What follows belongs to an exercise in optimizing a design on an open flow for small area; a production flow would make more cautious choices.
Function was checked by simulation only, so behaviour that the tests miss may differ from the original.
Power figures rest on the tool's default switching activity, not on a simulated workload.

==> inputs of try-violet <==
## mbed_tester
module mbed_tester #(
        parameter IO_PHYSICAL = 16,
        parameter IO_LOGICAL_PER_BANK = 8,
        parameter IO_BANKS = 2,
        parameter DIGITAL_ID_COUNT = 3,
        parameter LED_COUNT = 4,
        parameter I2C_COUNT = 3,
        parameter AN_MUX_WIDTH = 8,
        parameter ANALOG_COUNT = 4
    )
    (
        input wire clk,
        input wire rst,
        output wire reset_req,
        output wire reprogram_req,
        input wire [IO_PHYSICAL - 1:0] io_in,
        output wire [IO_PHYSICAL - 1:0] io_val,
        output wire [IO_PHYSICAL - 1:0] io_drive,
        input wire reset_btn_in,
        output wire reset_btn_val,
        output wire reset_btn_drive,
        input wire reprogram_in,
        output wire reprogram_val,
        output wire reprogram_drive,
        input wire [DIGITAL_ID_COUNT - 1:0] digital_id_in,
        output wire [DIGITAL_ID_COUNT - 1:0] digital_id_val,
        output wire [DIGITAL_ID_COUNT - 1:0] digital_id_drive,
        input wire [LED_COUNT - 1:0] leds_in,
        output wire [LED_COUNT - 1:0] leds_val,
        output wire [LED_COUNT - 1:0] leds_drive,
        input wire [3:0] spi_io_in,
        output reg [3:0] spi_io_val,
        output reg [3:0] spi_io_drive,
        input wire spi_clk_in,
        output reg spi_clk_val,
        output reg spi_clk_drive,
        input wire spi_cs_in,
        output reg spi_cs_val,
        output reg spi_cs_drive,
        input wire i2c_reset_in,
        output wire i2c_reset_val,
        output wire i2c_reset_drive,
        input wire [I2C_COUNT - 1:0] i2c_sda_in,
        output reg [I2C_COUNT - 1:0] i2c_sda_val,
        output reg [I2C_COUNT - 1:0] i2c_sda_drive,
        input wire [I2C_COUNT - 1:0] i2c_scl_in,
        output reg [I2C_COUNT - 1:0] i2c_scl_val,
        output reg [I2C_COUNT - 1:0] i2c_scl_drive,
        input wire an_mux_enable_in,
        output wire an_mux_enable_val,
        output wire an_mux_enable_drive,
        input wire an_mux_pwmout_in,
        output reg an_mux_pwmout_val,
        output reg an_mux_pwmout_drive,
        input wire an_mux_analogin_in,
        output wire an_mux_analogin_val,
        output wire an_mux_analogin_drive,
        input wire [AN_MUX_WIDTH - 1:0] an_mux_addr_in,
        output wire [AN_MUX_WIDTH - 1:0] an_mux_addr_val,
        output wire [AN_MUX_WIDTH - 1:0] an_mux_addr_drive,
        input wire [ANALOG_COUNT - 1:0] aninp_in,
        output wire [ANALOG_COUNT - 1:0] aninp_val,
        output wire [ANALOG_COUNT - 1:0] aninp_drive,
        input wire [ANALOG_COUNT - 1:0] aninn_in,
        output wire [ANALOG_COUNT - 1:0] aninn_val,
        output wire [ANALOG_COUNT - 1:0] aninn_drive,
        input wire [11:0] an_mux_analogin_measurement_in,
        input wire [(ANALOG_COUNT * 12) - 1:0] anin_measurements_in,
        input wire an_mux_analogin_updated,
        input wire [ANALOG_COUNT - 1:0] anin_updated,
        output reg sample_adc
    );
==> flow/config.mk <==
export PLATFORM = sky130hd
export DESIGN_NAME = mbed_tester
export DESIGN_NICKNAME = mbed_tester
export VERILOG_FILES = /design/flow/design.v
export SDC_FILE = /design/flow/constraint.sdc
export NUM_CORES = 8
export LEC_CHECK = 0
export CAP_MARGIN = 35
export CORE_MARGIN = 2
export CORE_UTILIZATION = 40
export SLEW_MARGIN = 35
==> flow/constraint.sdc <==
create_clock -name core_clock -period 12.0 [get_ports {clk}]
set_input_delay 2.4000 -clock core_clock [delete_from_list [all_inputs] [get_ports {clk}]]
set_output_delay 2.4000 -clock core_clock [all_outputs]
set_load 0.01 [all_outputs]
standard.sh (not shown) runs the stock make flow with config.mk's settings and CLKGATE_MAP_FILE= SYNTH_SCRIPT=/design/flow/synth_recipe.tcl, a recipe that flattens the netlist after the stock synthesis.
==> flow/flow/run.sh <==
#!/bin/bash
# Layout flow: the standard flow (standard.sh) with two changes.
# 1. Synthesis maps the logic with flow/abc.script, an area-oriented ABC
#    script (flow/synth.tcl; otherwise the standard flow's synthesis unchanged).
# 2. Clock tree synthesis builds the tree from clkbuf_4 buffers, with sinks
#    clustered at most 7 to a leaf buffer within 40 um, and without the dummy
#    loads TritonCTS adds to balance the tree.
# Floorplan, power grid, placement, timing repair and routing are the
# standard flow's. make's output goes to flow_make.log; each ORFS step logs
# to orfs/logs/.
set -euo pipefail
cd "$(dirname "$0")/.."
WORK=$(pwd)
export FLOW_FLOW_ABC_SCRIPT="$WORK/flow/abc.script"
CTS="-sink_clustering_enable -repair_clock_nets -dont_use_dummy_load -buf_list sky130_fd_sc_hd__clkbuf_4 -sink_clustering_size 7 -sink_clustering_max_diameter 40"
bash standard.sh "SYNTH_SCRIPT=$WORK/flow/synth.tcl" "CTS_ARGS=$CTS" finish > flow_make.log 2>&1
==> flow/flow/abc.script <==
&get -n
&st
&dch
&nf -R 1000
&st
&syn2
&dch
&nf -R 1000
&put
topo
stime -c
buffer -c
upsize -c
dnsize -c
==> flow/flow/synth.tcl <==
proc synth {args} { yosys synth -nofsm -noshare {*}$args }
proc abc {args} {
  set i [lsearch -exact $args -script]
  if { $i >= 0 } {
    lset args [expr { $i + 1 }] $::env(FLOW_FLOW_ABC_SCRIPT)
  }
  yosys abc {*}$args
}
source $::env(SCRIPTS_DIR)/synth.tcl
# left out here: clear keep_hierarchy, flatten, clean up, hide names made inside functions, write 1_2_yosys.v
==> inputs of try-yarrow, as changes to try-violet <==
--- a/flow/design.v
+++ b/flow/design.v
@@ -1059,17 +1059,17 @@
     endfunction
     wire full_duplex = (ctrl_duplex == FULL_DUPLEX);
     wire apb_write = PSEL && PWRITE && PENABLE;
     wire rx_symbol = next && (full_duplex || (hd_proc_rx_tx == HD_PROC_RX));
     wire nfs_down = stop && full_duplex;
     wire nfs_up = (next && ((full_duplex) || (hd_proc_rx_tx == HD_PROC_TX) || hd_prep_tx_buf)) ||
                   (start && full_duplex);
     wire [31:0] next_from_slave_step = step32(next_from_slave, nfs_down || nfs_up, nfs_down);
-    wire [31:0] to_slave_checksum_next = add32(to_slave_checksum, din);
+    wire [31:0] to_slave_checksum_next = add32(to_slave_checksum, din & {32{rx_symbol}});
     wire hd_next = next && (ctrl_duplex == HALF_DUPLEX);
     wire [15:0] hd_rx_cnt_dec = dec16(hd_rx_cnt, hd_next && (hd_proc_rx_tx == HD_PROC_RX));
     wire [15:0] hd_tx_cnt_dec = dec16(hd_tx_cnt, hd_next && (hd_tx_cnt != 0) && (hd_proc_rx_tx == HD_PROC_TX));
     wire cs_to_first_sclk_count = !cs_to_first_sclk_done && cs_to_first_sclk_active && scs;
     wire [31:0] cs_to_first_sclk_cnt_inc = inc32(cs_to_first_sclk_cnt, cs_to_first_sclk_count);
     wire [31:0] last_sclk_to_cs_cnt_inc = inc32(last_sclk_to_cs_cnt, 1'b1);
     assign PRDATA = rd_byte;
     reg [DATA_BITS - 1:0] rd_byte;
@@ -1144,18 +1144,18 @@
                 starts <= starts + 1;
                 start_sclk <= sclk;
                 start_sin <= sin;
             end
             if (next) begin
                 transfers <= transfers + 1;
             end
             next_from_slave <= next_from_slave_step;
+            to_slave_checksum <= to_slave_checksum_next;
             if (rx_symbol) begin
-                to_slave_checksum <= to_slave_checksum_next;
                 to_slave[0] <= to_slave[1];
                 to_slave[1] <= to_slave[2];
                 to_slave[2] <= to_slave[3];
                 to_slave[3] <= din;
             end
             hd_rx_cnt <= hd_rx_cnt_dec;
             hd_tx_cnt <= hd_tx_cnt_dec;
             if (stop) begin
@@ -1341,17 +1341,17 @@
         end
     endfunction
     wire full_duplex = (ctrl_duplex == FULL_DUPLEX);
     wire apb_write = PSEL && PWRITE && PENABLE;
     wire rx_symbol = next && (full_duplex || (hd_proc_tx_rx == HD_PROC_RX));
     wire nfm_down = stop && full_duplex;
     wire nfm_up = (next && (full_duplex || (hd_proc_tx_rx == HD_PROC_TX))) || start;
     wire [31:0] next_from_master_step = step32(next_from_master, nfm_down || nfm_up, nfm_down);
-    wire [31:0] to_master_checksum_next = add32(to_master_checksum, din);
+    wire [31:0] to_master_checksum_next = add32(to_master_checksum, din & {32{rx_symbol}});
     wire hd_next = next && (ctrl_duplex == HALF_DUPLEX);
     wire [15:0] hd_rx_cnt_dec = dec16(hd_rx_cnt, hd_next && (hd_proc_tx_rx == HD_PROC_RX));
     wire [15:0] hd_tx_cnt_dec = dec16(hd_tx_cnt, hd_next && (hd_tx_cnt != 0) && (hd_proc_tx_rx == HD_PROC_TX));
     assign PRDATA = rd_byte;
     reg [DATA_BITS - 1:0] rd_byte;
     always @(*) begin: rd_mux
         integer k;
         rd_byte = 0;
@@ -1403,18 +1403,18 @@
                 starts <= starts + 1;
                 start_sclk <= sclk;
                 start_sin <= sin;
             end
             if (next) begin
                 transfers <= transfers + 1;
             end
             next_from_master <= next_from_master_step;
+            to_master_checksum <= to_master_checksum_next;
             if (rx_symbol) begin
-                to_master_checksum <= to_master_checksum_next;
                 to_master[0] <= to_master[1];
                 to_master[1] <= to_master[2];
                 to_master[2] <= to_master[3];
                 to_master[3] <= din;
             end
             hd_rx_cnt <= hd_rx_cnt_dec;
             hd_tx_cnt <= hd_tx_cnt_dec;
             if (stop) begin
@@ -1519,17 +1519,17 @@
             wire in = logical_in[g];
             wire prev = prev_logical_in[g];
             wire lvl = cur_level[g];
             wire [31:0] cnt = cur_pulse[g];
             wire rise = !prev && in;
             wire fall = prev && !in;
             wire [31:0] rising_next = inc32(rising_edges[g], active && rise);
             wire [31:0] falling_next = inc32(falling_edges[g], active && fall);
-            wire [31:0] closed = cnt;
+            wire [31:0] closed = (lvl == prev) ? cnt : 32'd0;
             wire [31:0] min_sel = prev ? min_pulse_high[g] : min_pulse_low[g];
             wire min_lt = lt32(closed, min_sel);
             wire [31:0] max_sel = lvl ? max_pulse_high[g] : max_pulse_low[g];
             wire max_gt = lt32(max_sel, cnt);
             wire [31:0] cnt_next = inc32((!active || lvl == in) ? cnt : 32'd0, active);
             always @(posedge clk) begin
                 if (clear) begin
                     min_pulse_low[g] <= 32'hffffffff;
@@ -3432,25 +3432,23 @@
                 add64_12[k] = a[k] ^ b[k] ^ c;
                 c = (a[k] & b[k]) | (a[k] & c) | (b[k] & c);
             end
             add64_12[63:12] = inc64({12'd0, a[63:12]}, c);
         end
     endfunction
     function lt32(input [31:0] a, input [31:0] b);
         integer k;
-        reg l_lo, l_hi;
+        reg l;
         begin
-            l_lo = 1'b0;
-            l_hi = 1'b0;
-            for (k = 0; k < 16; k = k + 1) begin
-                l_lo = (a[k] ^ b[k]) ? b[k] : l_lo;
-                l_hi = (a[k + 16] ^ b[k + 16]) ? b[k + 16] : l_hi;
+            l = 1'b0;
+            for (k = 0; k < 32; k = k + 1) begin
+                l = (a[k] ^ b[k]) ? b[k] : l;
             end
-            lt32 = l_hi | ((a[31:16] == b[31:16]) & l_lo);
+            lt32 = l;
         end
     endfunction
     reg pwm_enable;
     reg [31:0] pwm_period;
     reg [31:0] pwm_cycles_high;
     reg [31:0] pwm_count_reg;
     wire pwm_run = (rst == 0) && pwm_enable;
     wire pwm_count_go = pwm_run && lt32(pwm_count_reg, pwm_period);
==> flow/flow/run.sh (replaced) <==
#!/bin/bash
# Layout flow: the standard flow (standard.sh: ORFS with the standard flow's synthesis,
# floorplan, power grid, placement and routing) with one change at clock tree
# synthesis: the tree is built from clkbuf_4 buffers and without the dummy
# loads TritonCTS adds to balance it. Everything else, synthesis included, is
# the standard flow.
set -euo pipefail
cd "$(dirname "$0")/.."
CTS="-sink_clustering_enable -repair_clock_nets -dont_use_dummy_load -buf_list sky130_fd_sc_hd__clkbuf_4"
bash standard.sh "CTS_ARGS=$CTS" finish > flow_make.log 2>&1
Settings changed: CAP_MARGIN 35 to 20, SLEW_MARGIN 35 to 20.
removed: flow/flow/abc.script
removed: flow/flow/synth.tcl
==> inputs of try-willow, as changes to try-violet <==
--- a/flow/design.v
+++ b/flow/design.v
@@ -1059,17 +1059,17 @@
     endfunction
     wire full_duplex = (ctrl_duplex == FULL_DUPLEX);
     wire apb_write = PSEL && PWRITE && PENABLE;
     wire rx_symbol = next && (full_duplex || (hd_proc_rx_tx == HD_PROC_RX));
     wire nfs_down = stop && full_duplex;
     wire nfs_up = (next && ((full_duplex) || (hd_proc_rx_tx == HD_PROC_TX) || hd_prep_tx_buf)) ||
                   (start && full_duplex);
     wire [31:0] next_from_slave_step = step32(next_from_slave, nfs_down || nfs_up, nfs_down);
-    wire [31:0] to_slave_checksum_next = add32(to_slave_checksum, din);
+    wire [31:0] to_slave_checksum_next = add32(to_slave_checksum, din & {32{rx_symbol}});
     wire hd_next = next && (ctrl_duplex == HALF_DUPLEX);
     wire [15:0] hd_rx_cnt_dec = dec16(hd_rx_cnt, hd_next && (hd_proc_rx_tx == HD_PROC_RX));
     wire [15:0] hd_tx_cnt_dec = dec16(hd_tx_cnt, hd_next && (hd_tx_cnt != 0) && (hd_proc_rx_tx == HD_PROC_TX));
     wire cs_to_first_sclk_count = !cs_to_first_sclk_done && cs_to_first_sclk_active && scs;
     wire [31:0] cs_to_first_sclk_cnt_inc = inc32(cs_to_first_sclk_cnt, cs_to_first_sclk_count);
     wire [31:0] last_sclk_to_cs_cnt_inc = inc32(last_sclk_to_cs_cnt, 1'b1);
     assign PRDATA = rd_byte;
     reg [DATA_BITS - 1:0] rd_byte;
@@ -1144,18 +1144,18 @@
                 starts <= starts + 1;
                 start_sclk <= sclk;
                 start_sin <= sin;
             end
             if (next) begin
                 transfers <= transfers + 1;
             end
             next_from_slave <= next_from_slave_step;
+            to_slave_checksum <= to_slave_checksum_next;
             if (rx_symbol) begin
-                to_slave_checksum <= to_slave_checksum_next;
                 to_slave[0] <= to_slave[1];
                 to_slave[1] <= to_slave[2];
                 to_slave[2] <= to_slave[3];
                 to_slave[3] <= din;
             end
             hd_rx_cnt <= hd_rx_cnt_dec;
             hd_tx_cnt <= hd_tx_cnt_dec;
             if (stop) begin
@@ -1341,17 +1341,17 @@
         end
     endfunction
     wire full_duplex = (ctrl_duplex == FULL_DUPLEX);
     wire apb_write = PSEL && PWRITE && PENABLE;
     wire rx_symbol = next && (full_duplex || (hd_proc_tx_rx == HD_PROC_RX));
     wire nfm_down = stop && full_duplex;
     wire nfm_up = (next && (full_duplex || (hd_proc_tx_rx == HD_PROC_TX))) || start;
     wire [31:0] next_from_master_step = step32(next_from_master, nfm_down || nfm_up, nfm_down);
-    wire [31:0] to_master_checksum_next = add32(to_master_checksum, din);
+    wire [31:0] to_master_checksum_next = add32(to_master_checksum, din & {32{rx_symbol}});
     wire hd_next = next && (ctrl_duplex == HALF_DUPLEX);
     wire [15:0] hd_rx_cnt_dec = dec16(hd_rx_cnt, hd_next && (hd_proc_tx_rx == HD_PROC_RX));
     wire [15:0] hd_tx_cnt_dec = dec16(hd_tx_cnt, hd_next && (hd_tx_cnt != 0) && (hd_proc_tx_rx == HD_PROC_TX));
     assign PRDATA = rd_byte;
     reg [DATA_BITS - 1:0] rd_byte;
     always @(*) begin: rd_mux
         integer k;
         rd_byte = 0;
@@ -1403,18 +1403,18 @@
                 starts <= starts + 1;
                 start_sclk <= sclk;
                 start_sin <= sin;
             end
             if (next) begin
                 transfers <= transfers + 1;
             end
             next_from_master <= next_from_master_step;
+            to_master_checksum <= to_master_checksum_next;
             if (rx_symbol) begin
-                to_master_checksum <= to_master_checksum_next;
                 to_master[0] <= to_master[1];
                 to_master[1] <= to_master[2];
                 to_master[2] <= to_master[3];
                 to_master[3] <= din;
             end
             hd_rx_cnt <= hd_rx_cnt_dec;
             hd_tx_cnt <= hd_tx_cnt_dec;
             if (stop) begin
@@ -1519,17 +1519,17 @@
             wire in = logical_in[g];
             wire prev = prev_logical_in[g];
             wire lvl = cur_level[g];
             wire [31:0] cnt = cur_pulse[g];
             wire rise = !prev && in;
             wire fall = prev && !in;
             wire [31:0] rising_next = inc32(rising_edges[g], active && rise);
             wire [31:0] falling_next = inc32(falling_edges[g], active && fall);
-            wire [31:0] closed = cnt;
+            wire [31:0] closed = (lvl == prev) ? cnt : 32'd0;
             wire [31:0] min_sel = prev ? min_pulse_high[g] : min_pulse_low[g];
             wire min_lt = lt32(closed, min_sel);
             wire [31:0] max_sel = lvl ? max_pulse_high[g] : max_pulse_low[g];
             wire max_gt = lt32(max_sel, cnt);
             wire [31:0] cnt_next = inc32((!active || lvl == in) ? cnt : 32'd0, active);
             always @(posedge clk) begin
                 if (clear) begin
                     min_pulse_low[g] <= 32'hffffffff;
@@ -3432,25 +3432,23 @@
                 add64_12[k] = a[k] ^ b[k] ^ c;
                 c = (a[k] & b[k]) | (a[k] & c) | (b[k] & c);
             end
             add64_12[63:12] = inc64({12'd0, a[63:12]}, c);
         end
     endfunction
     function lt32(input [31:0] a, input [31:0] b);
         integer k;
-        reg l_lo, l_hi;
+        reg l;
         begin
-            l_lo = 1'b0;
-            l_hi = 1'b0;
-            for (k = 0; k < 16; k = k + 1) begin
-                l_lo = (a[k] ^ b[k]) ? b[k] : l_lo;
-                l_hi = (a[k + 16] ^ b[k + 16]) ? b[k + 16] : l_hi;
+            l = 1'b0;
+            for (k = 0; k < 32; k = k + 1) begin
+                l = (a[k] ^ b[k]) ? b[k] : l;
             end
-            lt32 = l_hi | ((a[31:16] == b[31:16]) & l_lo);
+            lt32 = l;
         end
     endfunction
     reg pwm_enable;
     reg [31:0] pwm_period;
     reg [31:0] pwm_cycles_high;
     reg [31:0] pwm_count_reg;
     wire pwm_run = (rst == 0) && pwm_enable;
     wire pwm_count_go = pwm_run && lt32(pwm_count_reg, pwm_period);
==> flow/flow/run.sh (replaced) <==
#!/bin/bash
# Layout flow: the standard flow (standard.sh: ORFS with the standard flow's synthesis,
# floorplan, power grid, placement and routing) with one change at clock tree
# synthesis: the tree is built from clkbuf_4 buffers, with sinks clustered
# at most 7 to a leaf buffer within 40 um, and without the dummy
# loads TritonCTS adds to balance it. Everything else, synthesis included, is
# the standard flow.
set -euo pipefail
cd "$(dirname "$0")/.."
CTS="-sink_clustering_enable -repair_clock_nets -dont_use_dummy_load -buf_list sky130_fd_sc_hd__clkbuf_4 -sink_clustering_size 7 -sink_clustering_max_diameter 40"
bash standard.sh "CTS_ARGS=$CTS" finish > flow_make.log 2>&1
Settings changed: CAP_MARGIN 35 to 20, SLEW_MARGIN 35 to 20.
removed: flow/flow/abc.script
removed: flow/flow/synth.tcl
==> comparison table <==
| quantity | try-violet | try-willow | try-yarrow |
|---|---|---|---|
| Run status | no timing/DRC/antenna violations | no timing/DRC/antenna violations | no timing/DRC/antenna violations |
| Non-Filler Instances | 66300 | 69900 | 70700 |
| Multiplexer share of the synthesized area | 0.0532 | 0.0815 | 0.0815 |
| Final core utilization | 0.430 | 0.428 | 0.433 |
| Area of the multi-input gates | 0.255 mm2 | 0.276 mm2 | 0.276 mm2 |
| Count of non-CTS inverters in the layout | 791 | 1036 | 1036 |
| Post-Synthesis Cells | 51800 | 54600 | 54600 |
| Library cell appearing most often on the critical path | sky130_fd_sc_hd__nor2_1 | sky130_fd_sc_hd__fa_1 | sky130_fd_sc_hd__fa_1 |
| Net count reported at finish | 54800 | 57500 | 58400 |
| Sequential-cell power consumption | 31.6 mW | 31.6 mW | 31.7 mW |
| XOR/XNOR Fraction of Synth Area | 0.0187 | 0.0209 | 0.0209 |
| Total power | 51.6 mW | 52.1 mW | 56.4 mW |
| Clock group | 18.5 mW | 19.0 mW | 23.2 mW |
| Standby leakage power | 201 nW | 206 nW | 210 nW |
| Adder-cell share of the synthesized area | 0.105 | 0.103 | 0.103 |
| Proportion of netlist area held by the largest area contributor | 0.397 | 0.377 | 0.377 |
| GP Congestion | 1.02 | 1.02 | 1.02 |
| Layout buffering overhead excluding clock cells | 0.0256 | 0.0246 | 0.0243 |
| Detailed-route wire length per cell | 28.4 um | 29.9 um | 29.6 um |
| Peak supply drop | 0.0000779 V | 0.0000794 V | 0.0000774 V |
| Total clock buffers created by CTS | 1771 | 1802 | 2678 |
| Synthesized net count | 55700 | 58500 | 58500 |
| Fraction of standard cell area that is sequential | 0.388 | 0.370 | 0.365 |
| Antenna fix cells | 133 | 174 | 142 |

==> afterwards: timing with drivers on the ports <==
The results above use ideal ports. As a check the final layouts listed here were re-extracted and re-timed, cells and wires unchanged. Step 1: set_driving_cell puts a clkbuf_16 on clk and a buf_2 on each other input, an assumption about the parent block. Step 2, shift: input delay + t, output delay - t, t = (earliest + latest rising clock arrival at the registers) / 2. This alone moves slack from input paths to output paths. a / b / c = no drivers / after step 1 / after step 2; a / b = the first two.
run	shift t [ns]	setup slack, ns	slew at the worst register clock pin (ns)	worst data-port slew with drivers (ns)
try-violet	2.102	0.783 / 0.760 / 0.053	0.10 / 0.10	0.15
try-yarrow	2.212	0.675 / 0.675 / 0.067	0.08 / 0.08	0.13
try-willow	2.272	0.589 / 0.589 / 0.034	0.11 / 0.11	0.12
After both steps setup and hold are still met in every run listed. For try-violet, which loses most, drivers alone change the setup slack by -0.023 ns; drivers and shift together by -0.730 ns.
